Background: an optimization exercise with open tools, aiming at small area. Do not read the settings as production practice.
Function was checked by simulation only, so behaviour that the tests miss may differ from the original.
The clock input has no modelled driver; a real chip could not lean on it and would need a root buffer or a full tree.
No activity file was given, so power comes from the tool's default toggle rates.

red:
// MISR_golden_sign
module MISR_golden_sign(
    input clk,
    input reset,
    output reg [73:0] MISR
    );
For scale: about 410 cells after synthesis, ~86 flip-flops, ~76 I/O pins.
clock: 5.5 ns
lec_check: 0
cap_margin: 20
core_margin: 2
core_utilization: 70
gpl_timing_driven: 0
slew_margin: 20
synth_hierarchical: 1
standard.sh (not shown) runs the stock make flow with config.mk's settings and CLKGATE_MAP_FILE= SYNTH_SCRIPT=/design/flow/synth_recipe.tcl, a recipe that flattens the netlist after the stock synthesis.
==> flow/flow/run.sh <==
#!/bin/bash
# The standard ORFS layout (standard.sh) with two changes:
#  - port buffers are buf_1 cells (BUFFER_PORTS_ARGS); every port is still buffered;
#  - the clock tree is one level of MANUAL_CTS_N clock buffers, each driving a
#    balanced group of flip-flops (flow/cts_manual.tcl, sourced as PRE_CTS_TCL).
# ORFS's own logs stay under orfs/logs/; make's output goes to standard.log.
set -uo pipefail
bash standard.sh \
  "BUFFER_PORTS_ARGS=-buffer_cell sky130_fd_sc_hd__buf_1" \
  "PRE_CTS_TCL=$PWD/flow/cts_manual.tcl" \
  "MANUAL_CTS_BUF=sky130_fd_sc_hd__clkbuf_16" \
  "MANUAL_CTS_N=4" "REMOVE_ABC_BUFFERS=1" \
  finish > standard.log 2>&1
Other scripts of this flow, unchanged in this note and not shown: flow/flow/cts_manual.tcl
diff inputs: red => blue
diff --git a/flow/flow/run.sh b/flow/flow/run.sh
--- a/flow/flow/run.sh
+++ b/flow/flow/run.sh
@@ -1,3 +1,3 @@
 #!/bin/bash
-# The standard ORFS layout (standard.sh) with two changes:
+# The standard ORFS layout (standard.sh) with these changes:
 #  - port buffers are buf_1 cells (BUFFER_PORTS_ARGS); every port is still buffered;
@@ -9,5 +9,6 @@
   "BUFFER_PORTS_ARGS=-buffer_cell sky130_fd_sc_hd__buf_1" \
+  "REMOVE_ABC_BUFFERS=1" "RECOVER_POWER=100" \
   "PRE_CTS_TCL=$PWD/flow/cts_manual.tcl" \
   "MANUAL_CTS_BUF=sky130_fd_sc_hd__clkbuf_16" \
-  "MANUAL_CTS_N=4" "REMOVE_ABC_BUFFERS=1" \
+  "MANUAL_CTS_N=4" \
   finish > standard.log 2>&1
### Flow results
The final report for blue shows a completed flow and a layout that fails verification, specifically capacitance limit, slew limit. As far as die width goes, blue and red are indistinguishable; the numbers are identical. Compared with red, in blue worst hold-check slack flat, setup slack after layout saw little to no change, end-of-flow core utilization now sits lower, final instance area has remained practically unchanged.
No run of this note takes its clock network from TritonCTS; it comes from the design's own scripts or RTL.


== rev 12 ==
Another version of the RTL of MISR_golden_sign (not shown whole).
For scale: ~440 cells after synthesis, ~4600 sq um of cells after synthesis.
clock: 5.5 ns
lec_check: 0
cap_margin: 20
core_margin: 2
core_utilization: 78
gpl_timing_driven: 0
slew_margin: 20
synth_hierarchical: 1
==> flow/flow/run.sh <==
#!/bin/bash
# The standard ORFS layout (standard.sh) with these changes:
#  - port buffers are buf_1 cells (BUFFER_PORTS_ARGS); every port is still buffered;
#  - the clock tree is one level of MANUAL_CTS_N buffers (MANUAL_CTS_BUF), each driving a
#    balanced group of flip-flops (flow/cts_manual.tcl, sourced as PRE_CTS_TCL).
# ORFS's own logs stay under orfs/logs/; make's output goes to standard.log.
set -uo pipefail
bash standard.sh \
  "BUFFER_PORTS_ARGS=-buffer_cell sky130_fd_sc_hd__buf_1" \
  "REMOVE_ABC_BUFFERS=1" \
  "PRE_CTS_TCL=$PWD/flow/cts_manual.tcl" \
  "MANUAL_CTS_BUF=sky130_fd_sc_hd__buf_12" \
  "MANUAL_CTS_N=3" \
  finish > standard.log 2>&1
Other scripts of this flow, unchanged in this note and not shown: flow/flow/cts_manual.tcl
For rev 13, these inputs were changed with respect to rev 12:
Settings: CORE_UTILIZATION changed from 78 to 70.
--- outcome ---
Re multi-input combinational cell area: rev 13 is 0.38% down on rev 12. Compared with rev 12, rev 13 has extra setup slack. Rev 13 -> rev 12: final number of setup-violating endpoints delta 0, exact match. From rev 12 to rev 13 the numbers moved as follows: utilization decreased 11 points; final area decreased 0.38%; total power decreased 0.59%.
No run of this note takes its clock network from TritonCTS; it comes from the design's own scripts or RTL.


MISR_golden_sign, a different RTL version from the one above (not shown whole).
Size: about 76 I/O pins, ~4700 um2 of cells after synthesis.
export LEC_CHECK = 0
export CAP_MARGIN = 20
export CORE_MARGIN = 2
export CORE_UTILIZATION = 70
export SLEW_MARGIN = 20
export SYNTH_HIERARCHICAL = 1
create_clock -name core_clock -period 5.5 [get_ports {clk}]
==> flow/flow/run.sh <==
#!/bin/bash
# Standard ORFS layout with buf_1 port buffers and a one-buffer clock tree
# (flow/cts_manual.tcl). Logs: standard.log.
set -uo pipefail
bash standard.sh \
  "BUFFER_PORTS_ARGS=-buffer_cell sky130_fd_sc_hd__buf_1" \
  "PRE_CTS_TCL=$PWD/flow/cts_manual.tcl" \
  "MANUAL_CTS_BUF=sky130_fd_sc_hd__clkbuf_16" \
  finish > standard.log 2>&1
==> flow/flow/cts_manual.tcl <==
# Sourced by ORFS's cts.tcl before its clock tree synthesis (PRE_CTS_TCL).
# Replaces clock_tree_synthesis with a one-level clock tree: a single clock
# buffer, placed at the centroid of the flip-flops, drives every clock pin.
# The clock port then drives only that buffer.
rename clock_tree_synthesis orfs_clock_tree_synthesis
proc clock_tree_synthesis {args} {
  set block [ord::get_db_block]
  set net [$block findNet clk]
  set sx 0.0
  set sy 0.0
  set n 0
  foreach it [$net getITerms] {
    set box [[$it getInst] getBBox]
    set sx [expr {$sx + ([$box xMin] + [$box xMax]) / 2.0}]
    set sy [expr {$sy + ([$box yMin] + [$box yMax]) / 2.0}]
    incr n
  }
  set dbu [$block getDbUnitsPerMicron]
  set cx [expr {$sx / $n / $dbu}]
  set cy [expr {$sy / $n / $dbu}]
  puts "manual CTS: $n clock pins, buffer at ($cx, $cy)"
  insert_buffer -net clk -buffer_cell $::env(MANUAL_CTS_BUF) \
    -location [list $cx $cy] -buffer_name clkbuf_root -net_name clknet_root
  [$block findNet clknet_root] setSigType CLOCK
  set_propagated_clock [all_clocks]
}
The first run did not get past clock tree synthesis (4_1_cts).
==> next run, changes <==
==> flow/flow/run.sh (replaced) <==
#!/bin/bash
# Standard ORFS layout with smaller port buffers and no CTS dummy loads.
set -uo pipefail
bash standard.sh \
  "BUFFER_PORTS_ARGS=-buffer_cell sky130_fd_sc_hd__buf_1" \
  "CTS_ARGS=-sink_clustering_enable -repair_clock_nets -dont_use_dummy_load" \
  finish > standard.log 2>&1
Settings changed: CORE_UTILIZATION 70 to 40.
removed: flow/flow/cts_manual.tcl
Result:
- The new run passed the timing, DRC and antenna checks
- synthesized cell count is unchanged
- area after synthesis does not change
==> next run, changes <==
==> flow/flow/run.sh (replaced) <==
#!/bin/bash
set -uo pipefail
bash standard.sh \
  "BUFFER_PORTS_ARGS=-buffer_cell sky130_fd_sc_hd__buf_1" \
  "CTS_ARGS=-repair_clock_nets -dont_use_dummy_load -buf_list sky130_fd_sc_hd__clkbuf_16 -root_buf sky130_fd_sc_hd__clkbuf_16" \
  finish > standard.log 2>&1
Settings changed: CORE_UTILIZATION 40 to 70.
Hold slack hardly moves.
Non-clock buffer count does not change.
First-iteration DRC count is higher by about a fifth.
Area after synthesis stays the same.
Synthesized cell count stays the same.
Clock power drops by a few percent.
Clock-buffer cell count does not change.
==> next run, changes <==
==> flow/flow/run.sh (replaced) <==
#!/bin/bash
set -uo pipefail
bash standard.sh \
  "BUFFER_PORTS_ARGS=-buffer_cell sky130_fd_sc_hd__buf_1" \
  "CTS_ARGS=-sink_clustering_enable -repair_clock_nets -dont_use_dummy_load -buf_list sky130_fd_sc_hd__clkbuf_8 -root_buf sky130_fd_sc_hd__clkbuf_8 -sink_clustering_size 30 -sink_clustering_max_diameter 200" \
  finish > standard.log 2>&1
Power drops by roughly a tenth.
Count of clock-buffer cells in the layout stays the same.
Via count drops slightly.
Synthesized area does not change.
Setup slack stays flat.
Cell count stays the same.
Utilization drops by 1.5 points.
Combinational power stays flat.
Flip-flop and latch count does not change.
Routed wire length drops by a few percent.
Die area is unchanged.
==> next run, changes <==
Settings changed: GPL_TIMING_DRIVEN set to 0.
After rerunning: Flip-flop and latch count is unchanged; utilization went down by 0.25 points; clock skew went down by 0.0079 ns; routed wire length went up by 6.9%; combinational power hardly moves; non-clock buffer count went up by 1; worst hold slack degrades by 0.012 ns; via count went up by 4.9%.


maple:
MISR_golden_sign with an RTL version that a note above also has.
Size in the first run: about 410 cells after synthesis, roughly 86 flip-flops, about 4600 sq um of cells after synthesis.
Settings: LEC_CHECK=0, CAP_MARGIN=20, CORE_MARGIN=2, CORE_UTILIZATION=85, GPL_TIMING_DRIVEN=0, SLEW_MARGIN=20, SYNTH_HIERARCHICAL=1; clock period 5.5 ns.
==> flow/flow/run.sh <==
#!/bin/bash
# The standard ORFS layout (standard.sh) with these changes:
#  - port buffers are buf_1 cells (BUFFER_PORTS_ARGS); every port is still buffered;
#  - the clock tree is one level of MANUAL_CTS_N clock buffers, each driving a
#    balanced group of flip-flops (flow/cts_manual.tcl, sourced as PRE_CTS_TCL).
# ORFS's own logs stay under orfs/logs/; make's output goes to standard.log.
set -uo pipefail
bash standard.sh \
  "BUFFER_PORTS_ARGS=-buffer_cell sky130_fd_sc_hd__buf_1" \
  "REMOVE_ABC_BUFFERS=1" \
  "PRE_CTS_TCL=$PWD/flow/cts_manual.tcl" \
  "MANUAL_CTS_BUF=sky130_fd_sc_hd__clkbuf_16" \
  "MANUAL_CTS_N=4" \
  finish > standard.log 2>&1
Other scripts of this flow, unchanged in this note and not shown: flow/flow/cts_manual.tcl
maple | ERROR | clock tree synthesis
#### Input delta (cedar over maple)
Settings: a change of CORE_UTILIZATION from 85 to 70.
==> summary.txt <==
- The log for maple ends in clock tree synthesis with error DPL-0033, so the run never completed.
- Per the final summary, cedar finished and its layout is clean on timing, DRC and antenna.
- Summary: HPWL reported at the end of detailed placement, cedar better than maple
- Simple-gate share of the synthesized area essentially unchanged between maple and cedar.
- cedar against maple: die extent in x went up by 9.7%; setup slack at placement +210 ps; number of I/O pins held; effective utilization at floorplan down 16 points; number of placed cells counting well taps grew by about 1.3%.
In cedar the design's own scripts or RTL, not TritonCTS, make the clock network.

afterwards: timing with drivers on the ports:
How much do the figures lean on ideal ports? The routed layouts below were timed once more, with nothing changed but the port constraints.
Step 1: set_driving_cell puts a clkbuf_16 on clk and a buf_2 on each other input, an assumption about the parent block.
Step 2 times the ports against the registers' clock, not the clock port: input delays grow and output delays shrink by t, the midpoint of the rising clock arrivals with the driver on.
Three values: no drivers, after step 1, after step 2; two values: the first two.
| run | t, ns | setup WS [ns] | worst hold slack (ns) | worst setup path at the end |
|---|---|---|---|---|
| red | 0.223 | 0.250 / 0.250 / 0.250 | 0.457 / 0.457 / 0.457 | register to register |
| blue | 0.223 | 0.249 / 0.249 / 0.249 | 0.457 / 0.457 / 0.457 | register to register |
| rev 12 | 0.209 | 0.196 / 0.196 / 0.196 | 0.453 / 0.453 / 0.453 | register to register |
| rev 13 | 0.209 | 0.246 / 0.246 / 0.246 | 0.452 / 0.452 / 0.452 | register to register |
| the second run of note 3 | 0.377 | 0.299 / 0.299 / 0.299 | 0.449 / 0.449 / 0.449 | register to register |
| the third run of note 3 | 0.359 | 0.201 / 0.201 / 0.201 | 0.449 / 0.449 / 0.449 | register to register |
| the fourth run of note 3 | 0.372 | 0.198 / 0.198 / 0.198 | 0.453 / 0.453 / 0.453 | register to register |
| the fifth run of note 3 | 0.383 | 0.225 / 0.225 / 0.225 | 0.441 / 0.441 / 0.441 | register to register |
| cedar | 0.223 | 0.250 / 0.250 / 0.250 | 0.457 / 0.457 / 0.457 | register to register |
